Context: an optimization exercise on an open-source flow, tuned for small area. The choices shown serve that exercise and are no tape-out recipe. RTL that was checked went through simulation tests only; none was proved equivalent to the original. No functional check of the RTL was part of runs 1, 3 and 5. No activity file was given, so power comes from the tool's default toggle rates. No driver is modelled on the clock port, so clocking that relies on it looks cheaper here than on a real chip.

$ cat flow/flow/run.sh
#!/bin/bash
# Standard layout (the standard.sh), with clock tree synthesis told not to
# add dummy balancing loads and to cluster up to 30 flip-flops per leaf buffer.
set -euo pipefail
export CTS_ARGS="-sink_clustering_enable -repair_clock_nets -dont_use_dummy_load -sink_clustering_size 30 -sink_clustering_max_diameter 80"
bash standard.sh > standard.log 2>&1
$ cat flow/standard.sh
#!/bin/bash
# synth_recipe.tcl (not shown) runs the flow's synth.tcl, then flattens the netlist and writes it again
# the make line also repeats each setting of config.mk as NAME=value (left out here)
make -C /OpenROAD-flow-scripts/flow DESIGN_CONFIG=/design/flow/config.mk WORK_HOME=/design/flow/orfs CLKGATE_MAP_FILE= SYNTH_SCRIPT=/design/flow/synth_recipe.tcl "${@:-finish}"
$ cat flow/config.mk
export PLATFORM = sky130hd
export DESIGN_NAME = canny_top
export DESIGN_NICKNAME = canny_top
export VERILOG_FILES = /design/flow/design.v
export SDC_FILE = /design/flow/constraint.sdc
export NUM_CORES = 8
export LEC_CHECK = 0
export ABC_AREA = 1
export CAP_MARGIN = 60
export CORE_MARGIN = 2
export CORE_UTILIZATION = 65
export SLEW_MARGIN = 60
$ cat flow/constraint.sdc
create_clock -name core_clock -period 12.0 [get_ports {clk}]
set_input_delay 2.4000 -clock core_clock [delete_from_list [all_inputs] [get_ports {clk}]]
set_output_delay 2.4000 -clock core_clock [all_outputs]
set_load 0.01 [all_outputs]
$ cat flow/design.v
`timescale 1ns / 1ps
module canny_top #(
    parameter IMG_W = 256
)(
    input  wire        clk,
    input  wire        rst,
    input  wire [7:0]  pixel_in,
    output wire        out_valid,
    output wire [7:0]  pixel_out
);
    reg  [7:0] col;
    reg  [2:0] row;
    wire [10:0] cnt = {row, col};
    always @(posedge clk) begin
        if (rst) begin
            col <= 8'd1;
            row <= 3'd0;
        end else begin
            col <= col + 8'd1;
            if (col == 8'd255 && row != 3'd7)
                row <= row + 3'd1;
        end
    end
    reg [8*512-1:0] xc;
    always @(posedge clk)
        xc <= {xc[8*511-1:0], rst ? 8'd0 : pixel_in};    
    wire [7:0] x_bot = pixel_in;
    wire [7:0] x_mid = xc[8*256-1 -: 8];
    wire [7:0] x_top = xc[8*512-1 -: 8];
    wire [9:0]        a_new = {2'b0, x_top} + {1'b0, x_mid, 1'b0} + {2'b0, x_bot};
    wire [8:0] b_new = {1'b0, x_bot} - {1'b0, x_top};    
    reg [9:0]        a1, a2;
    reg [8:0]        b1, b2;
    always @(posedge clk) begin
        a1 <= a_new; a2 <= a1;
        b1 <= b_new; b2 <= b1;
    end
    wire [10:0] fx = {1'b0, a_new} - {1'b0, a2};
    wire [10:0] fy = {{2{b2[8]}}, b2} + {b1[8], b1, 1'b0} + {{2{b_new[8]}}, b_new};
    wire [9:0]  ax = fx[10] ? -fx[9:0] : fx[9:0];
    wire [9:0]  ay = fy[10] ? -fy[9:0] : fy[9:0];
    wire [10:0] mag = {1'b0, ax} + {1'b0, ay};
    wire        quad = fx[10] ^ fy[10];
    wire [9:0]  tan22 = (ax >> 2) + (ax >> 3) + (ax >> 5) + (ax >> 7);
    wire [10:0] d22   = {1'b0, ay} - {1'b0, tan22};    
    localparam [1:0] C_H    = 2'd0,    
                     C_D    = 2'd1,    
                     C_V    = 2'd2,    
                     C_W    = 2'd3;    
    wire [1:0] cls = d22[10]                  ? C_H :
                     (d22[9:0] < ax)          ? (quad ? C_V : C_D) :
                                                C_W;
    wire valid_s = (cnt >= 11'd514) && (col >= 8'd2);
    reg [10:0] ms;       
    reg [1:0]  zc;       
    reg [1:0]  zc_d;
    always @(posedge clk) begin
        if (rst)
            ms <= 11'd0;
        else if (valid_s)
            ms <= mag;
        if (valid_s)
            zc <= cls;
        zc_d <= zc;
    end
    reg [11*257-1:0] mc;
    always @(posedge clk)
        mc <= {mc[11*256-1:0], ms};
    wire [10:0] mc1   = mc[10:0];
    wire [10:0] mc255 = mc[11*255-1 -: 11];
    wire [10:0] mc256 = mc[11*256-1 -: 11];
    wire [10:0] mc257 = mc[11*257-1 -: 11];
    wire ge1   = ms >= mc1;      
    wire le1   = mc1 >= ms;      
    wire le255 = mc255 >= ms;    
    wire ge256 = ms >= mc256;    
    wire le256 = mc256 >= ms;    
    wire ge257 = ms >= mc257;    
    wire le257 = mc257 >= ms;    
    localparam [1:0] P_NONE = 2'd0, P_DL = 2'd1, P_D = 2'd2, P_DR = 2'd3;
    reg [3:0] st0;
    always @* begin
        if (cnt == 11'd515)
            st0 = {1'b0, 1'b1, P_NONE};
        else case (zc_d)
            C_H:     st0 = {1'b1, ge1,   P_NONE};
            C_W:     st0 = {1'b1, 1'b1,  P_DL};
            C_V:     st0 = {1'b0, ge256, P_D};
            default: st0 = {1'b0, ge257, P_DR};
        endcase
    end
    reg [3:0]         st1;
    reg [3*256-1:0]   st;     
    wire       st1_alive = st1[2] & (~st1[3] | le1);
    wire [2:0] st255 = st[3*254-1 -: 3];
    wire [2:0] st256 = st[3*255-1 -: 3];
    wire [2:0] st257 = st[3*256-1 -: 3];
    wire st255_alive = st255[2] & ~(st255[1:0] == P_DL & ~le255);
    wire st256_alive = st256[2] & ~(st256[1:0] == P_D  & ~le256);
    wire st257_alive = st257[2] & ~(st257[1:0] == P_DR & ~le257);
    always @(posedge clk) begin
        st1 <= st0;
        st  <= {st256_alive, st256[1:0],
                st255_alive, st255[1:0],
                st[3*253-1:0],
                st1_alive, st1[1:0]};
    end
    wire       valid_n = (col != 8'd254) && (col != 8'd255) && (cnt >= 11'd772);
    wire [7:0] clip257 = (mc257[10:8] != 3'd0) ? 8'hFF : mc257[7:0];
    wire [7:0] ns_new  = (valid_n && st257_alive) ? clip257 : 8'd0;
    reg [8*257-1:0] nc_a;       
    reg [8*255-1:0] nc_b;       
    always @(posedge clk) begin
        nc_a <= {nc_a[8*256-1:0], ns_new};
        nc_b <= {nc_b[8*254-1:0], nc_a[8*257-1 -: 8]};
    end
    wire [7:0] n_bot = ns_new;
    wire [7:0] n_mid = nc_a[8*256-1 -: 8];
    wire [7:0] n_top = nc_b[8*255-1 -: 8];
    wire [7:0] din   = nc_a[8*257-1 -: 8];
    wire [9:0] s_new = {2'b0, n_top} + {2'b0, n_mid} + {2'b0, n_bot};
    reg  [9:0] s1, s2;
    always @(posedge clk) begin
        s1 <= s_new;
        s2 <= s1;
    end
    wire [11:0] sum9 = {2'b0, s_new} + {2'b0, s1} + {2'b0, s2};
    wire [7:0]  din_nx  = (col == 8'd250) ? nc_a[8*254-1 -: 8] : n_mid;
    wire [11:0] din9_nx = {1'b0, din_nx, 3'b000} + {4'b0, din_nx} + 12'd8;
    wire        ge_nx   = (sum9 <= din9_nx);
    reg         ge_mean;
    wire        is_strong  = (din >= 8'd155) && ge_mean;
    wire        is_weak    = (din >= 8'd130) && ge_mean;    
    wire valid_l = (col != 8'd251) && (col != 8'd252) && (cnt >= 11'd509);
    reg [259:0] hc;             
    reg [7:0]   hcol;
    reg         wrapped;
    reg         connected;
    reg         dout;
    wire r_col  = (col == 8'd253 || col == 8'd254) ? hc[259] : hc[257];
    wire r_col1 = (col == 8'd253) ? hc[258] : hc[256];
    wire e_new  = is_strong | (is_weak & connected);
    always @(posedge clk) begin
        hc <= {hc[258:0], e_new};
        if (valid_l)
            ge_mean <= ge_nx;
        if (rst) begin
            hcol    <= 8'd0;
            wrapped <= 1'b0;
        end else if (valid_l) begin
            connected <= ((hcol != 8'd0) & dout) |
                         (wrapped & r_col) |
                         (wrapped & (hcol != 8'd255) & r_col1);
            dout <= e_new;
            hcol <= hcol + 8'd1;
            if (hcol == 8'd255)
                wrapped <= 1'b1;
        end
    end
    reg [7:0] od;
    reg       ov;
    always @(posedge clk) begin
        od <= {od[6:0], dout};
        if (rst)
            ov <= 1'b0;
        else
            ov <= (cnt >= 11'd515) && (col != 8'd3) && (col != 8'd4);
    end
    assign out_valid = ov;
    assign pixel_out = {8{od[7]}};
endmodule
==> notes.md, run 1 <==
min-delay worst type reg -> reg; Synth Register Bits 12154; top_reg_cell synth dfxtp_1; hold path endpoint nc_a[2042]; core area 0.3854 mm^2; initial antenna violation count 4; clock buffer count from CTS 448; std cell rows 228; # nets final 14093; routed length per instance 13.67 um; Netlist Area Pre-Place 0.2515 mm^2; CTS tree built; Clk Latency, worst-skew pair 940 ps; RSZ-0062 raised after global routing false; Max FO, Critical Path 9; worst hold margin 261.6 ps; maximum root-to-sink buffer count 4; Crit. End Element flip-flop; io pins 19; Distinct cells, synth 49; ys async rst share 0%; outcome complete, no violations; CP Launch Type input port; reg2reg path depth 44; R2R Setup Slk 3300 ps; starting DRC count in detailed routing 3807; number of global-route vias before repair 80723; count of pins over their slew limit 0; Post-Synthesis Net Count 13634; Gates resized, CTS repair 0; crit-path max cell delay 520 ps; GPL Wtd Cong 0.7726; CP required 12650 ps; RR Startpoint xc[2040]; most frequent cells in the layout 12148 x dfxtp_1, 448 x clkbuf_16, 315 x inv_1; Crit path top cell by count inv_1; Max VDD drop 0.2370 mV; worst setup path category in -> reg; WL final 260.1 mm; Layout area overhead 7.104%; Worst Hold Launch nc_a[2034]; max frequency 0.09648 GHz; Max-cap violations 0; reg2reg end zc[0]; sequential fraction of the synthesis area 96.77%; fin crit share 86.38%; Syn. warnings 1; first-pass GRT wire length 429.1 mm; drt via density 4.159; Post-CTS Setup Bufs 0; total track usage 13.29%; Critical-path top delay cell fa_1; Power Density 220.5 mW/mm^2; hold depth 0; fillers 23779; Relative slew margins 61.24%; Setup crit start pixel_in[1]; Buffers on Ports 18; CTS H-Tree Depth 5; Final Hold Vio Count 0; share of post-route cells with drive strength above 1 3.551%; Post-synth EDFFs 5; CTS root buf clkbuf_16; Register Area 0.2434 mm^2; most common cell after layout, fill and taps aside dfxtp_1; post-route ant nets 0; Fin Setup TNS 0 ps; Final setup viols 0; clock sinks 12154; clk_skew 78.56 ps; Multi-input gate area 0.006839 mm^2; die area 0.3919 mm^2; hold-fix buffers at CTS 0; worst slew pin tran 576.9 ps; Cells after Synth 13400; DR pass1 iterations 5; DRC 0; Avg Cell Area, Syn 18.77 um^2; Vias 79154; Reg clk slew, reported paths 100 ps; die width 626.0 um; grt ovf 0; post-layout min period 10370 ps; hpwl dp 125.9 mm; Die Y 626.0 um; Initial Utilization 65.25%; Leakage 108.5 nW; largest net degree at the start of global routing 31; CP arrival 11010 ps
-- layer usage --
| metal | GRT usage [%] | share of wire (%) | vias up |
|---|---|---|---|
| li1 | - | - | 41542 |
| met1 | 21.67 | 57 | 36423 |
| met2 | 18.31 | 38 | 674 |
| met3 | 1.947 | 2.9 | 515 |
| met4 | 4.073 | 2.9 | 0 |
| met5 | 0 | 0 | - |
-- cells in the mapped netlist (5+ instances only) --
master / count / share of area (%)
a21o_1: 6 / 0.018
a21oi_1: 114 / 0.23
a31oi_1: 8 / 0.020
buf_4: 8 / 0.024
dfxtp_1: 12149 / 97
edfxtp_1: 5 / 0.060
fa_1: 56 / 0.45
ha_1: 168 / 0.84
inv_1: 316 / 0.47
inv_2: 7 / 0.010
nand2_1: 204 / 0.30
nand2_2: 5 / 0.012
nand3_1: 61 / 0.12
nand4_1: 17 / 0.042
nor2_1: 69 / 0.10
nor3_1: 11 / 0.022
nor4_1: 5 / 0.012
o21ai_0: 56 / 0.11
o21ai_1: 8 / 0.016
o21bai_1: 13 / 0.039
xnor2_1: 17 / 0.059
xor2_1: 42 / 0.15
-- cell type report --
cell class / instances / share of cell area (%)
Sequential cell: 12154 / 90.35
Clock buffer: 448 / 4.162
Multi-Input combinational cell: 904 / 2.539
Tap cell: 5175 / 2.404
Inverter: 326 / 0.4552
Timing Repair Buffer: 25 / 0.08640
Antenna cell: 1 / 0.0009290
-- worst max path at each step --
| stage | end | slack, ps | cells after the start |
|---|---|---|---|
| finish | zc[0] | 1630 | 45 |
| global route | zc[0] | 980 | 44 |
| CTS | zc[0] | 1610 | 44 |
| detailed placement | zc[0] | 580 | 45 |
| global placement | zc[0] | 400 | 44 |
| floorplan | zc[0] | 2590 | 45 |
-- sequential cells by signal (all words and copies together) (netlist names), 10 cells and up --
| register | cells |
|---|---|
| s2 | 10 |
| hc | 260 |
| xc | 4096 |
| nc_a | 2056 |
| nc_b | 2040 |
| mc | 2827 |
| ms | 11 |
| s1 | 10 |
| st | 768 |
-- cell families after synthesis --
logic type                 after synthesis  share of synthesized area, %
muxes                                    2                      0.008955
buffers and inverters                  342                        0.5249
adders and majority gates              224                         1.282
AOI/OAI and AO/OA                      226                        0.5045
DFF                                  12154                         96.77
and+or+nand+nor                        389                        0.6741
xor gates and xnor gates                63                        0.2358
-- worst max-delay path, delay by kind of cell --
kind                     cells  cell delay (ps)
AO/OA/AOI/OAI               13             2240
XOR/XNOR                     2              450
adder cells (fa/ha/maj)      9             3420
buffers and inverters        9             1140
AND/OR/NAND/NOR             12             1340
-- power breakdown --
part / leakage [nW] / internal [W] / total, W / switching [W]
combinational: 4.89 / 0.000650 / 0.00167 / 0.00102
clock: 5.52 / 0.00671 / 0.0173 / 0.0106
sequential: 98.0 / 0.0404 / 0.0404 / 0.0000221
-- metrics by stage --
step	setup slack (ps)	cell area (um^2)	total power (W)	cells	util [%]
2_1_floorplan	2592	251500	0.04257	13400	-
3_3_place_gp	400.4	258100	0.04315	18583	66.97
3_5_place_dp	584.9	258100	0.04311	18584	66.98
4_1_cts	1606	269300	0.06003	19032	69.89
5_1_grt	979.1	269400	0.06164	19033	69.89
6_report	1635	269400	0.05940	19033	69.89
==> run 2, diff against run 1 <==
--- a/flow/design.v
+++ b/flow/design.v
@@ -32,7 +32,9 @@
     reg [9:0]        a1, a2;
-    reg [8:0]        b1, b2;
+    reg [8:1]        b1h, b2h;
     always @(posedge clk) begin
         a1 <= a_new; a2 <= a1;
-        b1 <= b_new; b2 <= b1;
+        b1h <= b_new[8:1]; b2h <= b1h;
     end
+    wire [8:0] b1 = {b1h, a1[0]};
+    wire [8:0] b2 = {b2h, a2[0]};
     wire [10:0] fx = {1'b0, a_new} - {1'b0, a2};
@@ -41,3 +43,4 @@
     wire [9:0]  ay = fy[10] ? -fy[9:0] : fy[9:0];
-    wire [10:0] mag = {1'b0, ax} + {1'b0, ay};
+    wire [10:0] mag = {1'b0, ax} + {1'b0, ay};    
+    wire [9:0]  mh  = mag[10:1];
     wire        quad = fx[10] ^ fy[10];
@@ -53,3 +56,3 @@
     wire valid_s = (cnt >= 11'd514) && (col >= 8'd2);
-    reg [10:0] ms;       
+    reg [9:0]  ms;       
     reg [1:0]  zc;       
@@ -58,5 +61,5 @@
         if (rst)
-            ms <= 11'd0;
+            ms <= 10'd0;
         else if (valid_s)
-            ms <= mag;
+            ms <= mh;
         if (valid_s)
@@ -65,9 +68,9 @@
     end
-    reg [11*257-1:0] mc;
+    reg [10*257-1:0] mc;
     always @(posedge clk)
-        mc <= {mc[11*256-1:0], ms};
-    wire [10:0] mc1   = mc[10:0];
-    wire [10:0] mc255 = mc[11*255-1 -: 11];
-    wire [10:0] mc256 = mc[11*256-1 -: 11];
-    wire [10:0] mc257 = mc[11*257-1 -: 11];
+        mc <= {mc[10*256-1:0], ms};
+    wire [9:0] mc1   = mc[9:0];
+    wire [9:0] mc255 = mc[10*255-1 -: 10];
+    wire [9:0] mc256 = mc[10*256-1 -: 10];
+    wire [9:0] mc257 = mc[10*257-1 -: 10];
     wire ge1   = ms >= mc1;      
@@ -108,3 +111,3 @@
     wire       valid_n = (col != 8'd254) && (col != 8'd255) && (cnt >= 11'd772);
-    wire [7:0] clip257 = (mc257[10:8] != 3'd0) ? 8'hFF : mc257[7:0];
+    wire [7:0] clip257 = (mc257[9:7] != 3'd0) ? 8'hFF : {mc257[6:0], 1'b0};
     wire [7:0] ns_new  = (valid_n && st257_alive) ? clip257 : 8'd0;
==> flow/flow/run.sh (replaced) <==
#!/bin/bash
# Standard layout (the standard.sh), with clock tree synthesis told not to
# add dummy balancing loads and to cluster up to 32 flip-flops per leaf buffer.
set -euo pipefail
export CTS_ARGS="-sink_clustering_enable -repair_clock_nets -dont_use_dummy_load -sink_clustering_size 32 -sink_clustering_max_diameter 80"
bash standard.sh > standard.log 2>&1
==> run 2 against run 1 <==
Effect of this change: highest routed layer unchanged; core utilization shrank 0.30 points; area after synthesis is 2.1% lower; first-iteration DRC count down 6.7%; critical path type unchanged.
==> notes.md, run 2 <==
die area 0.3837 mm^2 (was 0.3919 mm^2); DP Area 0.2527 mm^2 (was 0.2581 mm^2); DR pass1 iterations 5 (unchanged); post-route ant nets 0 (unchanged); Clk Latency, worst-skew pair 940 ps (about the same); Worst Hold Launch mc[96] (was nc_a[2034]); std cell rows 226 (was 228); WL final 253.3 mm (was 260.1 mm); fin util 69.59% (was 69.89%); worst path bufs/invs 8 (was 9); share of post-route cells with drive strength above 1 3.490% (was 3.551%); most frequent cells in the layout 11891 x dfxtp_1, 414 x clkbuf_16, 313 x inv_1 (was 12148 x dfxtp_1, 448 x clkbuf_16, 315 x inv_1); # nets final 13781 (was 14093); count of pins over their slew limit 0 (unchanged); Synth area leaders dfxtp_1 97%, ha_1 0.82%, inv_1 0.48% (was dfxtp_1 97%, ha_1 0.84%, inv_1 0.47%); CTS H-Tree Depth 5 (unchanged); count leader, synth dfxtp_1 (unchanged); Post-Synthesis Net Count 13347 (was 13634); post-layout min period 10150 ps (was 10370 ps); CP arrival 10820 ps (was 11010 ps); Crit. End Element flip-flop (unchanged); Synth area leader dfxtp_1 (unchanged); crit-path max cell delay 570 ps (was 520 ps); Buffers on Ports 18 (unchanged); Power Internal 0.04649 W (was 0.04776 W); Syn. warnings 1 (unchanged); outcome complete, no violations (unchanged); DRC 0 (unchanged); Netlist Area Pre-Place 0.2462 mm^2 (was 0.2515 mm^2); R2R Setup Slk 3520 ps (was 3300 ps); Crit path top cell by count nand2_1 (was inv_1); max reg flops 4096 (unchanged); clock buffer count from CTS 414 (was 448); Final Hold Vio Count 0 (unchanged); hold path endpoint mc[106] (was nc_a[2042]); first-pass GRT wire length 415.9 mm (was 429.1 mm); fin crit share 84.61% (was 86.38%); reg2reg end zc[0] (unchanged); die width 619.5 um (was 626.0 um); top_reg_cell synth dfxtp_1 (unchanged); total track usage 13.17% (was 13.29%); sequential power share 68.4% (was 68.1%); Vias 77280 (was 79154); cell family with most CP delay adder cells (unchanged); RSZ-0062 raised after global routing false (unchanged); clock sinks 11896 (was 12154); fillers 23489 (was 23779); Max-cap violations 0 (unchanged); CP Launch Type input port (unchanged); Cells after Synth 13121 (was 13400); Register Area 0.2382 mm^2 (was 0.2434 mm^2); hold depth 0 (unchanged); combinational share of power 3.1% (was 2.8%); initial antenna violation count 5 (was 4); largest net degree at the start of global routing 33 (was 31); ys async rst share 0% (unchanged); Post-CTS Setup Bufs 0 (unchanged); core area 0.3781 mm^2 (was 0.3854 mm^2); most common cell after layout, fill and taps aside dfxtp_1 (unchanged); Synth Register Bits 11896 (was 12154); CP required 12670 ps (was 12650 ps); Reg clk slew, reported paths 100 ps (about the same); grt ovf 0 (unchanged); Critical-path top delay cell fa_1 (unchanged); Multi-input gate area 0.006766 mm^2 (was 0.006839 mm^2); Die Y 619.5 um (was 626.0 um); RR Startpoint xc[2040] (unchanged); Initial Utilization 65.13% (was 65.25%); Synth top cells by count 11891 x dfxtp_1, 314 x inv_1, 207 x nand2_1 (was 12149 x dfxtp_1, 316 x inv_1, 204 x nand2_1); Power Density 219.8 mW/mm^2 (was 220.5 mW/mm^2); clk_skew 103.2 ps (was 78.56 ps); largest register by flop count xc (unchanged); drt via density 4.162 (was 4.159); Distinct cells, synth 53 (was 49); CTS root buf clkbuf_16 (unchanged); max frequency 0.09849 GHz (was 0.09648 GHz); io pins 19 (unchanged); hpwl dp 128.0 mm (was 125.9 mm); CTS tree built (unchanged); Leakage 105.9 nW (was 108.5 nW); Gates resized, CTS repair 0 (unchanged); hold-fix buffers at CTS 0 (unchanged); worst slew pin tran 505.2 ps (was 576.9 ps); min-delay worst type reg -> reg (unchanged); Max VDD drop 0.1780 mV (was 0.2370 mV); sequential fraction of the synthesis area 96.74% (was 96.77%); Layout area overhead 6.856% (was 7.104%); Synth top area share 96.68% (was 96.71%); routed length per instance 13.64 um (was 13.67 um); Final setup viols 0 (unchanged); Fin Setup TNS 0 ps (unchanged); worst setup path category in -> reg (unchanged); number of global-route vias before repair 79213 (was 80723); reg2reg path depth 43 (was 44); clock group share of total power 28.5% (was 29.1%); biggest regs xc: 4096 flops, mc: 2570 flops, nc_a: 2056 flops (was xc: 4096 flops, mc: 2827 flops, nc_a: 2056 flops); Avg Cell Area, Syn 18.77 um^2 (about the same); Relative slew margins 66.06% (was 61.24%); maximum root-to-sink buffer count 4 (unchanged); GPL Wtd Cong 0.7363 (was 0.7726); Final Instance Area 0.2631 mm^2 (was 0.2694 mm^2); starting DRC count in detailed routing 3552 (was 3807); Max FO, Critical Path 4 (was 9); Sw Pwr 0.01134 W (was 0.01163 W); switching share of power 19.61% (was 19.59%); Post-synth EDFFs 5 (unchanged)
==> run 2: changes by cell type after synthesis, sizes merged, moves of 3 or more <==
cell | before | now
dfxtp | 12149 | 11891
ha | 168 | 161
a211oi | 3 | 0
nor2 | 70 | 61
a31oi | 9 | 4
o21ai | 64 | 55
nor4 | 5 | 1
inv | 324 | 317
nand2 | 210 | 220
nor3b | 0 | 3
a21boi | 2 | 6
xor2 | 46 | 52
==> run 2: layout make-up <==
| type | count | share of cell area (%) |
|---|---|---|
| Inverter | 318 | 0.4546 |
| Antenna cell | 1 | 0.0009511 |
| Timing Repair Buffer | 34 | 0.1156 |
| Sequential cell | 11896 | 90.53 |
| Multi-Input combinational cell | 891 | 2.572 |
| Tap cell | 5016 | 2.385 |
| Clock buffer | 414 | 3.938 |
==> run 2: how the worst max path moves through the flow <==
| stage | startpoint | end | slack [ps] | cells past startpoint |
|---|---|---|---|---|
| floorplan | pixel_in[1] | zc[0] | 2200 | 43 |
| global placement | pixel_in[1] | zc[0] | 720 | 44 |
| detailed placement | pixel_in[1] | zc[0] | 790 | 38 |
| CTS | pixel_in[1] | zc[0] | 1750 | 38 |
| global route | pixel_in[1] | zc[0] | 1220 | 38 |
| finish | pixel_in[1] | zc[0] | 1850 | 44 |
==> run 2: per-layer routing <==
layer / vias to the layer above / part of all wire (%) / global-route usage (%)
li1: 40673 / - / -
met1: 35546 / 57 / 21.54
met2: 577 / 38 / 18.12
met3: 484 / 2.8 / 1.825
met4: 0 / 2.9 / 4.068
met5: - / 0 / 0
==> run 2: kinds of logic after synthesis <==
group                    share of synthesized area [%]
adder cells (fa/ha/maj)                          1.265
flip-flops                                       96.74
AND/OR/NAND/NOR                                 0.7196
buffers and inverters                           0.5270
AO/OA/AOI/OAI                                   0.4970
multiplexers                                  0.004573
XOR/XNOR                                        0.2454
==> run 2: power groups by stage <==
stage | Combinational (W) | Clock (W) | Sequential [W]
finish | 0.00178 | 0.0165 | 0.0396
detailed placement | 0.00185 | 0 | 0.0405
CTS | 0.00186 | 0.0170 | 0.0396
global route | 0.00209 | 0.0183 | 0.0396
floorplan | 0.00121 | 0 | 0.0405
global placement | 0.00190 | 0 | 0.0405
==> run 2: stage by stage <==
| stage | cells | hold WS (ps) | worst slack, ps | total power, W |
|---|---|---|---|---|
| global placement | 18155 | 309.5 | 717.6 | 0.04238 |
| detailed placement | 18155 | 312.1 | 788.8 | 0.04234 |
| finish | 18570 | 232.9 | 1847 | 0.05784 |
| floorplan | 13121 | 309.6 | 2205 | 0.04169 |
| global route | 18570 | 229.5 | 1224 | 0.05995 |
| CTS | 18569 | 244.8 | 1754 | 0.05844 |
==> run 3, diff against run 2 <==
--- a/flow/design.v
+++ b/flow/design.v
@@ -10,2 +10,15 @@
 );
+    function [11:0] rca;
+        input [11:0] a, b;
+        input        cin;
+        integer i;
+        reg c;
+        begin
+            c = cin;
+            for (i = 0; i < 12; i = i + 1) begin
+                rca[i] = a[i] ^ b[i] ^ c;
+                c = (a[i] & b[i]) | (a[i] & c) | (b[i] & c);
+            end
+        end
+    endfunction
     reg  [7:0] col;
@@ -29,4 +42,7 @@
     wire [7:0] x_top = xc[8*512-1 -: 8];
-    wire [9:0]        a_new = {2'b0, x_top} + {1'b0, x_mid, 1'b0} + {2'b0, x_bot};
-    wire [8:0] b_new = {1'b0, x_bot} - {1'b0, x_top};    
+    wire [11:0] tb_w  = rca({4'b0, x_top}, {4'b0, x_bot}, 1'b0);
+    wire [11:0] an_w  = rca(tb_w, {3'b0, x_mid, 1'b0}, 1'b0);
+    wire [9:0]  a_new = an_w[9:0];
+    wire [11:0] bn_w  = rca({4'b0, x_bot}, ~{4'b0, x_top}, 1'b1);
+    wire [8:0]  b_new = bn_w[8:0];    
     reg [9:0]        a1, a2;
@@ -39,7 +55,11 @@
     wire [8:0] b2 = {b2h, a2[0]};
-    wire [10:0] fx = {1'b0, a_new} - {1'b0, a2};
-    wire [10:0] fy = {{2{b2[8]}}, b2} + {b1[8], b1, 1'b0} + {{2{b_new[8]}}, b_new};
+    wire [11:0] fx_w = rca({2'b0, a_new}, ~{2'b0, a2}, 1'b1);
+    wire [10:0] fx = fx_w[10:0];
+    wire [11:0] fy_1 = rca({{3{b2[8]}}, b2}, {{3{b_new[8]}}, b_new}, 1'b0);
+    wire [11:0] fy_w = rca(fy_1, {{2{b1[8]}}, b1, 1'b0}, 1'b0);
+    wire [10:0] fy = fy_w[10:0];
     wire [9:0]  ax = fx[10] ? -fx[9:0] : fx[9:0];
     wire [9:0]  ay = fy[10] ? -fy[9:0] : fy[9:0];
-    wire [10:0] mag = {1'b0, ax} + {1'b0, ay};    
+    wire [11:0] mag_w = rca({2'b0, ax}, {2'b0, ay}, 1'b0);
+    wire [10:0] mag = mag_w[10:0];    
     wire [9:0]  mh  = mag[10:1];
@@ -123,3 +143,5 @@
     wire [7:0] din   = nc_a[8*257-1 -: 8];
-    wire [9:0] s_new = {2'b0, n_top} + {2'b0, n_mid} + {2'b0, n_bot};
+    wire [11:0] s_1 = rca({4'b0, n_top}, {4'b0, n_mid}, 1'b0);
+    wire [11:0] s_w = rca(s_1, {4'b0, n_bot}, 1'b0);
+    wire [9:0] s_new = s_w[9:0];
     reg  [9:0] s1, s2;
@@ -129,5 +151,6 @@
     end
-    wire [11:0] sum9 = {2'b0, s_new} + {2'b0, s1} + {2'b0, s2};
+    wire [11:0] sum_1 = rca({2'b0, s_new}, {2'b0, s1}, 1'b0);
+    wire [11:0] sum9 = rca(sum_1, {2'b0, s2}, 1'b0);
     wire [7:0]  din_nx  = (col == 8'd250) ? nc_a[8*254-1 -: 8] : n_mid;
-    wire [11:0] din9_nx = {1'b0, din_nx, 3'b000} + {4'b0, din_nx} + 12'd8;
+    wire [11:0] din9_nx = rca({1'b0, din_nx, 3'b000}, {4'b0, din_nx}, 1'b0) + 12'd8;
     wire        ge_nx   = (sum9 <= din9_nx);
==> run 3 against run 2 <==
Effect of this change: first-iteration DRC count rose by 3.9%; register-to-register slack worse by 1500 ps; synthesized cell count fell by 2.2%; critical endpoint unchanged.
==> notes.md, run 3 <==
RR Startpoint xc[4088] (was xc[2040]); hpwl dp 113.6 mm (was 128.0 mm); maximum root-to-sink buffer count 4 (unchanged); Setup crit start pixel_in[0] (was pixel_in[1]); RSZ-0062 raised after global routing false (unchanged); Relative slew margins 62.64% (was 66.06%); Die Y 618.1 um (was 619.5 um); total track usage 12.31% (was 13.17%); DR top layer met4 (unchanged); outcome complete, no violations (unchanged); largest net degree at the start of global routing 33 (unchanged); first-pass GRT wire length 392.8 mm (was 415.9 mm); Power Internal 0.04682 W (was 0.04649 W); Post-Synthesis Net Count 13052 (was 13347); Synth Register Bits 11896 (unchanged); max frequency 0.08648 GHz (was 0.09849 GHz); DR pass1 iterations 5 (unchanged); Max VDD drop 0.2851 mV (was 0.1780 mV); worst setup path category in -> reg (unchanged); # nets final 13505 (was 13781); top_reg_cell synth dfxtp_1 (unchanged); Initial Utilization 65.27% (was 65.13%); Leakage 105.0 nW (was 105.9 nW); Layout area overhead 6.897% (was 6.856%); post-route ant nets 0 (unchanged); Post-synth EDFFs 5 (unchanged); Critical-path top delay cell fa_1 (unchanged); ys async rst share 0% (unchanged); clock buffer count from CTS 412 (was 414); Synth top cells by count 11891 x dfxtp_1, 198 x inv_1, 147 x nand2_1 (was 11891 x dfxtp_1, 314 x inv_1, 207 x nand2_1); Distinct cells, synth 42 (was 53); switching share of power 19.83% (was 19.61%); Power Density 222.9 mW/mm^2 (was 219.8 mW/mm^2); count leader, synth dfxtp_1 (unchanged); Synth area leader dfxtp_1 (unchanged); Crit. End Element flip-flop (unchanged); Max-cap violations 0 (unchanged); CP Launch Type input port (unchanged); CP required 12630 ps (was 12670 ps); Syn. warnings 1 (unchanged); R2R Setup Slk 2050 ps (was 3520 ps); M1 wire length 137.1 mm (was 143.9 mm); GPL Wtd Cong 0.8015 (was 0.7363); starting DRC count in detailed routing 3689 (was 3552); die width 618.1 um (was 619.5 um); most common cell after layout, fill and taps aside dfxtp_1 (unchanged); Synth top area share 97.12% (was 96.68%); share of post-route cells with drive strength above 1 3.728% (was 3.490%); Worst Hold Launch nc_a[2032] (was mc[96]); CTS H-Tree Depth 5 (unchanged); CP arrival 12190 ps (was 10820 ps); Crit path top cell by count fa_1 (was nand2_1); combinational share of power 4.1% (was 3.1%); Netlist Area Pre-Place 0.2451 mm^2 (was 0.2462 mm^2); sequential power share 67.8% (was 68.4%); Synth area leaders dfxtp_1 97%, fa_1 0.89%, ha_1 0.55% (was dfxtp_1 97%, ha_1 0.82%, inv_1 0.48%); routed length per instance 12.90 um (was 13.64 um); biggest regs xc: 4096 flops, mc: 2570 flops, nc_a: 2056 flops (unchanged); Reg clk slew, reported paths 110 ps (was 100 ps); clock group share of total power 28.1% (was 28.5%); met2 wire len 84.36 mm (was 94.99 mm); CTS tree built (unchanged); clock sinks 11896 (unchanged); count of pins over their slew limit 0 (unchanged); io pins 19 (unchanged); Final Hold Vio Count 0 (unchanged); clk_skew 95.40 ps (was 103.2 ps); post-layout min period 11560 ps (was 10150 ps); grt ovf 0 (unchanged); initial antenna violation count 4 (was 5); die area 0.3820 mm^2 (was 0.3837 mm^2); worst slew pin tran 556.4 ps (was 505.2 ps); Post-CTS Setup Bufs 0 (unchanged); Vias 75515 (was 77280); Sw Pwr 0.01158 W (was 0.01134 W); Final setup viols 0 (unchanged); Avg Cell Area, Syn 19.11 um^2 (was 18.77 um^2); fin crit share 96.36% (was 84.61%); met3 WL post-DR 7.030 mm (was 6.998 mm); Cells after Synth 12826 (was 13121); core area 0.3755 mm^2 (was 0.3781 mm^2); min-delay worst type reg -> reg (unchanged); Tot Pwr 0.05840 W (was 0.05784 W); Clk Latency, worst-skew pair 960 ps (was 940 ps); number of global-route vias before repair 76203 (was 79213); fin worst setup slack 436.5 ps (was 1847 ps); Post-Place Worst Slack -519.4 ps (was 788.8 ps); CTS root buf clkbuf_16 (unchanged); largest register by flop count xc (unchanged); most frequent cells in the layout 11890 x dfxtp_1, 412 x clkbuf_16, 197 x inv_1 (was 11891 x dfxtp_1, 414 x clkbuf_16, 313 x inv_1); WL final 235.7 mm (was 253.3 mm); drt via density 4.133 (was 4.162); sequential fraction of the synthesis area 97.18% (was 96.74%); Buffers on Ports 18 (unchanged); crit-path max cell delay 560 ps (was 570 ps); std cell rows 225 (was 226); Max FO, Critical Path 7 (was 4); DRC 0 (unchanged); max reg flops 4096 (unchanged)
run 3: repair_timing:
action                                  4_1_cts  5_1_grt
resized for setup                             0        1
endpoints found under the setup margin        0        1
hold buffers                                  0        0
run 3: cells by family after synthesis:
group	synth area share (%)
compound gates	0.2654
xor+xnor	0.1251
fa+ha+maj	1.436
buf+inv	0.3818
flops	97.18
simple gates	0.6136
run 3: routing by layer:
layer  up-vias  global-route usage (%)
met3       495                   1.911
li1      39694                       -
met2       618                   16.03
met4         0                   4.010
met1     34708                   20.78
met5         -                       0
run 3: worst paths after layout:
| check | end | depth (start not counted) |
|---|---|---|
| hold reg to reg | nc_a[2040] | 0 |
| setup / recovery | zc[0] | 38 |
| setup reg to reg | zc[0] | 37 |
| hold / removal | nc_a[2040] | 0 |
run 3: metrics by stage:
stage	setup TNS (ps)	utilization [%]	instances	instance area, um^2	hold WS, ps
after floorplan	0	-	12826	245100	309.6
after global placement	-1555	67.02	17858	251700	309.5
after detailed placement	-1422	67.02	17859	251700	312.1
after CTS	0	69.77	18271	262000	240.3
after global routing	0	69.77	18272	262000	237.6
final	0	69.77	18272	262000	246.1
run 3: power by group through the flow:
stage,Combinational [W],Sequential [W],Clock [W]
finish,0.00239,0.0396,0.0164
global route,0.00272,0.0396,0.0183
CTS,0.00240,0.0396,0.0170
detailed placement,0.00239,0.0405,0
global placement,0.00246,0.0405,0
floorplan,0.00157,0.0405,0
run 3: critical path: cells and delay by family:
kind / cells / cell delay, ps
buffers and inverters: 8 / 1090
adder cells (fa/ha/maj): 17 / 6900
XOR/XNOR: 2 / 470
AO/OA/AOI/OAI: 1 / 130
AND/OR/NAND/NOR: 10 / 1180
run 3: cell type report:
class	count	area (um^2)
multi-input cells	702	5996
well taps	4994	6248
fillers	23743	113500
inverters	212	810.8
repair buffers	55	455.4
flip-flops and latches	11896	238200
diodes	1	2.502
clock buffers	412	10310
==> run 4, diff against run 3 <==
--- a/flow/design.v
+++ b/flow/design.v
@@ -164,3 +164,3 @@
     reg         connected;
-    reg         dout;
+    wire dout = (col == 8'd253) ? hc[2] : hc[0];
     wire r_col  = (col == 8'd253 || col == 8'd254) ? hc[259] : hc[257];
@@ -179,3 +179,2 @@
                          (wrapped & (hcol != 8'd255) & r_col1);
-            dout <= e_new;
             hcol <= hcol + 8'd1;
@@ -185,13 +184,4 @@
     end
-    reg [7:0] od;
-    reg       ov;
-    always @(posedge clk) begin
-        od <= {od[6:0], dout};
-        if (rst)
-            ov <= 1'b0;
-        else
-            ov <= (cnt >= 11'd515) && (col != 8'd3) && (col != 8'd4);
-    end
-    assign out_valid = ov;
-    assign pixel_out = {8{od[7]}};
+    assign out_valid = (cnt >= 11'd516) && (col != 8'd4) && (col != 8'd5);
+    assign pixel_out = {8{hc[8]}};
 endmodule
==> run 4 against run 3 <==
Effect of this change: die area shrank 0.14%; area after synthesis shrank 0.15%; routed wire length grew 5.0%; non-clock buffer count grew 5; first-iteration DRC count shrank 2.8%; largest cell class unchanged.
==> notes.md, run 4 <==
Distinct cells, synth 37 (was 42); routed length per instance 13.55 um (was 12.90 um); clock group share of total power 28.2% (was 28.1%); biggest regs xc: 4096 flops, mc: 2570 flops, nc_a: 2056 flops (unchanged); Post-Synth Adder-Cell Area 1.439% (was 1.436%); Power Density 222.9 mW/mm^2 (about the same); WL final 247.6 mm (was 235.7 mm); min-delay worst type reg -> reg (unchanged); worst hold margin 274.5 ps (was 246.1 ps); largest register by flop count xc (unchanged); starting DRC count in detailed routing 3584 (was 3689); largest family of logic cells by synthesized area adder cells (unchanged); number of global-route vias before repair 78760 (was 76203); share of post-route cells with drive strength above 1 3.611% (was 3.728%); Post-Synthesis Net Count 13031 (was 13052); io pins 19 (unchanged); clock sinks 11886 (was 11896); max frequency 0.08674 GHz (was 0.08648 GHz); post-synthesis mux area share 0.004601% (was 0%); die area 0.3815 mm^2 (was 0.3820 mm^2); initial antenna violation count 2 (was 4); worst slew pin tran 477.3 ps (was 556.4 ps); Post-synth EDFFs 4 (was 5); largest net degree at the start of global routing 33 (unchanged); Crit. End Element flip-flop (unchanged); Max VDD drop 0.3514 mV (was 0.2851 mV); DR pass1 iterations 4 (was 5); Max FO, Critical Path 5 (was 7); sequential power share 67.8% (about the same); sequential fraction of the synthesis area 97.23% (was 97.18%); switching share of power 19.80% (was 19.83%); CP required 12620 ps (was 12630 ps); combinational share of power 4.0% (was 4.1%); most frequent cells in the layout 11882 x dfxtp_1, 413 x clkbuf_16, 216 x inv_1 (was 11890 x dfxtp_1, 412 x clkbuf_16, 197 x inv_1); count of pins over their slew limit 0 (unchanged); Cells after Synth 12805 (was 12826); outcome complete, no violations (unchanged); Synth area leader dfxtp_1 (unchanged); Leakage 104.9 nW (was 105.0 nW); CP Launch Type input port (unchanged); fin cells 18264 (was 18272); Relative slew margins 67.85% (was 62.64%); crit-path max cell delay 550 ps (was 560 ps); Power Internal 0.04679 W (was 0.04682 W); clk_skew 85.05 ps (was 95.40 ps); fillers 23491 (was 23743); hpwl dp 122.9 mm (was 113.6 mm); fin util 69.76% (was 69.77%); GPL Wtd Cong 0.7640 (was 0.8015); Critical-path top delay cell fa_1 (unchanged); Max-cap violations 0 (unchanged); Vias 76608 (was 75515); Layout area overhead 6.963% (was 6.897%); total track usage 13.02% (was 12.31%); grt ovf 0 (unchanged); Final setup viols 0 (unchanged); CTS H-Tree Depth 5 (unchanged); Clk Latency, worst-skew pair 960 ps (about the same); Post-CTS Setup Bufs 0 (unchanged); first-pass GRT wire length 411.9 mm (was 392.8 mm); most common cell after layout, fill and taps aside dfxtp_1 (unchanged); Die Y 617.6 um (was 618.1 um); fin crit share 96.07% (was 96.36%); Synth top cells by count 11882 x dfxtp_1, 217 x inv_1, 141 x nand2_1 (was 11891 x dfxtp_1, 198 x inv_1, 147 x nand2_1); # nets final 13492 (was 13505); max reg flops 4096 (unchanged); CTS tree built (unchanged); DP Area 0.2514 mm^2 (was 0.2517 mm^2); Fin Setup TNS 0 ps (unchanged); post-route ant nets 0 (unchanged); placed cells 17845 (was 17859); Synth area leaders dfxtp_1 97%, fa_1 0.89%, ha_1 0.55% (unchanged); Simple-Gate Fraction of Synth Area 0.5516% (was 0.6136%); Buffers on Ports 18 (unchanged); die width 617.6 um (was 618.1 um); CP arrival 12150 ps (was 12190 ps); DRC 0 (unchanged); Synth Register Bits 11886 (was 11896); std cell rows 225 (unchanged); post-synthesis xor/xnor area fraction 0.1288% (was 0.1251%); maximum root-to-sink buffer count 4 (unchanged); Avg Cell Area, Syn 19.11 um^2 (about the same); clock buffer count from CTS 413 (was 412); Final Hold Vio Count 0 (unchanged); drt via density 4.194 (was 4.133); Reg clk slew, reported paths 110 ps (about the same); RSZ-0062 raised after global routing false (unchanged); Initial Utilization 65.22% (was 65.27%); top_reg_cell synth dfxtp_1 (unchanged); Sw Pwr 0.01155 W (was 0.01158 W); worst setup path category in -> reg (unchanged); Netlist Area Pre-Place 0.2448 mm^2 (was 0.2451 mm^2); post-layout min period 11530 ps (was 11560 ps); core area 0.3753 mm^2 (was 0.3755 mm^2); Syn. warnings 1 (unchanged); count leader, synth dfxtp_1 (unchanged); Synth top area share 97.18% (was 97.12%); ys async rst share 0% (unchanged); Crit path top cell by count fa_1 (unchanged); Final Instance Area 0.2618 mm^2 (was 0.2620 mm^2); Synth Area in Compound Gates 0.2704% (was 0.2654%); CTS root buf clkbuf_16 (unchanged)
## run 4: cell count changes in the layout (fill, tap and decap cells not counted), moves of 7 or more
cell,delta
inv_1,+19
dfxtp_1,-8
nor2_1,-10
o21ai_0,+16
nand2_2,-8
inv_2,-8
o21ai_1,-8
nand2_1,-7
## run 4: what timing repair did
action	CTS	global route
setup endpoints to repair	0	1
hold buffers	0	0
gates resized for setup	0	1
## run 4: final timing paths
path                            depth (start not counted)       end  slack, ps   startpoint
worst max-delay path                                   37     zc[0]        470  pixel_in[0]
worst min-delay path                                    0  nc_a[13]        270      nc_a[5]
worst max register to register                         36     zc[0]       2160     xc[4088]
worst min register to register                          0  nc_a[13]        270      nc_a[5]
## run 4: power by group through the flow
stage | logic (W) | registers, W | clock network (W)
3_3_place_gp | 0.00238 | 0.0405 | 0
4_1_cts | 0.00235 | 0.0396 | 0.0170
5_1_grt | 0.00267 | 0.0396 | 0.0183
3_5_place_dp | 0.00234 | 0.0405 | 0
2_1_floorplan | 0.00148 | 0.0405 | 0
6_report | 0.00233 | 0.0396 | 0.0165
## run 4: cell families (layout without fill, tap and decap cells)
logic type,count (synthesis),count (layout)
mux,1,1
fa+ha+maj,216,216
compound gates,119,119
buf+inv,234,693
xor+xnor,36,36
other cells,0,6
simple gates,313,313
flops,11886,11886
## run 4: layout make-up
type	count	area, um^2	area share [%]
Clock buffer	413	10330	3.948
Multi-Input combinational cell	685	5894	2.251
Sequential cell	11886	238000	90.90
Tap cell	4994	6248	2.387
Inverter	220	825.8	0.3154
Timing Repair Buffer	60	495.5	0.1893
Antenna cell	6	15.01	0.005735
## run 4: per-layer routing
metal / vias to the layer above / GRT usage, % / wire [um] / share of wire (%)
met4: 0 / 4.087 / 7290 / 2.9
li1: 39661 / - / - / -
met3: 499 / 1.892 / 7096 / 2.9
met5: - / 0 / 0 / 0
met1: 35848 / 20.80 / 136500 / 55
met2: 600 / 18.40 / 96690 / 39
## run 4: critical path, delay by kind of cell
kind,cells,cell delay [ps]
adder cells (fa/ha/maj),17,6590
buffers and inverters,7,1010
AND/OR/NAND/NOR,7,910
AO/OA/AOI/OAI,5,910
XOR/XNOR,1,320
## run 4: metrics by stage
stage	setup WS (ps)	total power, W
6_report	471.1	0.05835
5_1_grt	34.40	0.06060
4_1_cts	493.7	0.05893
3_5_place_dp	-501.8	0.04281
3_3_place_gp	-572.7	0.04285
2_1_floorplan	677.5	0.04194
==> run 5, diff against run 4 <==
--- a/flow/design.v
+++ b/flow/design.v
@@ -42,7 +42,4 @@
     wire [7:0] x_top = xc[8*512-1 -: 8];
-    wire [11:0] tb_w  = rca({4'b0, x_top}, {4'b0, x_bot}, 1'b0);
-    wire [11:0] an_w  = rca(tb_w, {3'b0, x_mid, 1'b0}, 1'b0);
-    wire [9:0]  a_new = an_w[9:0];
-    wire [11:0] bn_w  = rca({4'b0, x_bot}, ~{4'b0, x_top}, 1'b1);
-    wire [8:0]  b_new = bn_w[8:0];    
+    wire [9:0]  a_new = {2'b0, x_top} + {1'b0, x_mid, 1'b0} + {2'b0, x_bot};
+    wire [8:0]  b_new = {1'b0, x_bot} - {1'b0, x_top};    
     reg [9:0]        a1, a2;
==> run 5 against run 4 <==
Effect of this change: still clean; die area grew 0.12%; synthesized cell count grew 0.48%; count of clock-buffer cells in the layout grew 4; hold slack lost 12 ps; routed wire length rose by 5.1%; via count increased by 0.50%; critical endpoint is now ms[8]; first-iteration DRC count is 0.33% lower; critical path depth fell by 5; global-route usage is 0.55 points higher; combinational power rose by 3%.
==> notes.md, run 5 <==
outcome complete, no violations (unchanged); Max VDD drop 0.1898 mV (was 0.3514 mV); # nets final 13582 (was 13492); Max FO, Critical Path 4 (was 5); hold depth 0 (unchanged); Die Y 618 um (was 617.6 um); Power Internal 0.04690 W (was 0.04679 W); GPL Wtd Cong 0.7656 (was 0.7640); Synth top area share 97.07% (was 97.18%); Cells after Synth 12867 (was 12805); Power Density 223.1 mW/mm^2 (was 222.9 mW/mm^2); Reg clk slew, reported paths 110 ps (about the same); Crit. End Element flip-flop (unchanged); largest net degree at the start of global routing 33 (unchanged); fin crit share 96.24% (was 96.07%); switching share of power 19.84% (was 19.80%); combinational share of power 4.1% (was 4.0%); die width 618 um (was 617.6 um); max reg flops 4096 (unchanged); io pins 19 (unchanged); Netlist Area Pre-Place 0.2450 mm^2 (was 0.2448 mm^2); cell family with most CP delay adder cells (unchanged); drt via density 4.195 (was 4.194); Syn. warnings 1 (unchanged); count leader, synth dfxtp_1 (unchanged); Crit path top cell by count fa_1 (unchanged); Relative slew margins 63.89% (was 67.85%); WL final 260.2 mm (was 247.6 mm); sequential power share 67.6% (was 67.8%); Clk Latency, worst-skew pair 950 ps (was 960 ps); maximum root-to-sink buffer count 4 (unchanged); most frequent cells in the layout 11882 x dfxtp_1, 417 x clkbuf_16, 204 x inv_1 (was 11882 x dfxtp_1, 413 x clkbuf_16, 216 x inv_1); Leakage 105.1 nW (was 104.9 nW); most common cell after layout, fill and taps aside dfxtp_1 (unchanged); post-layout min period 11550 ps (was 11530 ps); worst setup path category in -> reg (unchanged); worst slew pin tran 537.5 ps (was 477.3 ps); CP Launch Type input port (unchanged); Fin Setup TNS 0 ps (unchanged); fin cells 18354 (was 18264); top_reg_cell synth dfxtp_1 (unchanged); hold path endpoint mc[2401] (was nc_a[13]); Post-CTS Setup Bufs 0 (unchanged); post-route ant nets 0 (unchanged); sequential fraction of the synthesis area 97.12% (was 97.23%); Final Hold Vio Count 0 (unchanged); reg2reg path depth 30 (was 36); Multi-input gate area 0.006196 mm^2 (was 0.005894 mm^2); biggest regs xc: 4096 flops, mc: 2570 flops, nc_a: 2056 flops (unchanged); CP required 12850 ps (was 12620 ps); first-pass GRT wire length 423.8 mm (was 411.9 mm); reg2reg end ms[8] (was zc[0]); CP arrival 12400 ps (was 12150 ps); worst path bufs/invs 4 (was 7); initial antenna violation count 7 (was 2); Post-synth EDFFs 4 (unchanged); clock group share of total power 28.3% (was 28.2%); placed cells 17929 (was 17845); Avg Cell Area, Syn 19.04 um^2 (was 19.11 um^2); Buffers on Ports 18 (unchanged); Synth area leaders dfxtp_1 97%, fa_1 0.79%, ha_1 0.62% (was dfxtp_1 97%, fa_1 0.89%, ha_1 0.55%); crit-path max cell delay 510 ps (was 550 ps); hpwl dp 133.9 mm (was 122.9 mm); share of post-route cells with drive strength above 1 3.752% (was 3.611%); fillers 23147 (was 23491); Layout area overhead 7.050% (was 6.963%); routed length per instance 14.18 um (was 13.55 um); max frequency 0.08659 GHz (was 0.08674 GHz); Gates resized, CTS repair 0 (unchanged); starting DRC count in detailed routing 3572 (was 3584); clock sinks 11886 (unchanged); die area 0.3819 mm^2 (was 0.3815 mm^2); std cell rows 225 (unchanged); fin util 69.85% (was 69.76%); Initial Utilization 65.25% (was 65.22%); min-delay worst type reg -> reg (unchanged); clk_skew 138.9 ps (was 85.05 ps); total track usage 13.57% (was 13.02%); Vias 76993 (was 76608); RSZ-0062 raised after global routing false (unchanged); clock buffer count from CTS 417 (was 413); Setup crit start pixel_in[0] (unchanged); largest register by flop count xc (unchanged); ys async rst share 0% (unchanged); core area 0.3755 mm^2 (was 0.3753 mm^2); hold-fix buffers at CTS 0 (unchanged); CTS tree built (unchanged); RR Startpoint xc[4088] (unchanged); Final setup viols 0 (unchanged); Critical-path top delay cell clkdlybuf4s50_1 (was fa_1); Distinct cells, synth 45 (was 37); DRC 0 (unchanged); Max-cap violations 0 (unchanged); CTS root buf clkbuf_16 (unchanged); CTS H-Tree Depth 5 (unchanged); grt ovf 0 (unchanged); R2R Setup Slk 2260 ps (was 2160 ps); Register Area 0.2380 mm^2 (unchanged); DR pass1 iterations 5 (was 4); Synth Register Bits 11886 (unchanged); Worst Hold Launch mc[2391] (was nc_a[5]); Synth top cells by count 11882 x dfxtp_1, 205 x inv_1, 158 x nand2_1 (was 11882 x dfxtp_1, 217 x inv_1, 141 x nand2_1); count of pins over their slew limit 0 (unchanged); number of global-route vias before repair 79688 (was 78760); Synth area leader dfxtp_1 (unchanged); Post-Synthesis Net Count 13095 (was 13031); Sw Pwr 0.01161 W (was 0.01155 W)
run 5: cell families after synthesis:
family	synth area share (%)
fa+ha+maj	1.410
compound gates	0.3135
mux	0.004595
flops	97.12
buf+inv	0.3574
simple gates	0.6337
xor+xnor	0.1608
run 5: area by class of cell:
class,instances,share of cell area [%]
flip-flops and latches,11886,90.72
well taps,4994,2.382
clock buffers,417,3.978
inverters,208,0.2981
diodes,8,0.007632
multi-input cells,760,2.362
repair buffers,81,0.2490
run 5: worst max path at each step:
stage / endpoint / cells after the start / slack, ps
5_1_grt: ms[8] / 32 / 50
3_3_place_gp: ms[8] / 32 / -660
3_5_place_dp: ms[8] / 32 / -630
4_1_cts: ms[8] / 32 / 410
6_report: ms[8] / 32 / 450
2_1_floorplan: ms[8] / 31 / 580
run 5: metal layers:
| layer | track usage (%) | routed length [um] | vias to the layer above | share of wire, % |
|---|---|---|---|---|
| li1 | - | - | 39976 | - |
| met1 | 21.45 | 141500 | 35932 | 54 |
| met2 | 19.61 | 104300 | 654 | 40 |
| met3 | 2.318 | 8527 | 431 | 3.3 |
| met4 | 3.300 | 5803 | 0 | 2.2 |
| met5 | 0 | 0 | - | 0 |
run 5: power by group through the flow:
stage	Sequential (W)	Combinational (W)	Clock, W
after CTS	0.0396	0.00252	0.0171
after detailed placement	0.0405	0.00249	0
final	0.0396	0.00239	0.0166
after global placement	0.0405	0.00256	0
after floorplan	0.0405	0.00144	0
after global routing	0.0396	0.00284	0.0184
run 5: stage by stage:
| stage | cell area, um^2 | total power, W | setup WS, ps | hold slack [ps] |
|---|---|---|---|---|
| final | 262300 | 0.05851 | 451.0 | 262.8 |
| after global routing | 262300 | 0.06079 | 54.27 | 265.1 |
| after CTS | 262300 | 0.05915 | 405.8 | 257.1 |
| after detailed placement | 251900 | 0.04296 | -629.5 | 312.1 |
| after global placement | 251900 | 0.04303 | -659.1 | 309.5 |
| after floorplan | 245000 | 0.04190 | 584.7 | 309.6 |

what the ideal ports hide:
The results above use ideal ports. As a check the final layouts listed here were re-extracted and re-timed, cells and wires unchanged.
Step 1 assumes that a clkbuf_16 drives the clock port and a buf_2 every other input.
Step 2 moves the port delays by t, midway between the first and last clock arrival at a register: inputs arrive t later, outputs are due t later. That takes back most of the time a late clock gives input paths.
a / b / c = no drivers / after step 1 / after step 2; a / b = the first two.
run	shift t [ns]	setup WS [ns]	worst setup path after step 2
run 1	1.020	1.635 / 1.690 / 0.670	input to register
run 2	1.016	1.847 / 1.864 / 0.848	input to register
run 3	1.016	0.437 / 0.504 / -0.513	input to register
run 4	1.011	0.471 / 0.530 / -0.482	input to register
run 5	1.001	0.451 / 0.524 / -0.477	input to register
With both steps, setup timing fails in run 3, run 4 and run 5, where it was met with ideal ports. For run 2, which loses most, drivers alone change the setup slack by +0.017 ns; drivers and shift together by -0.999 ns.
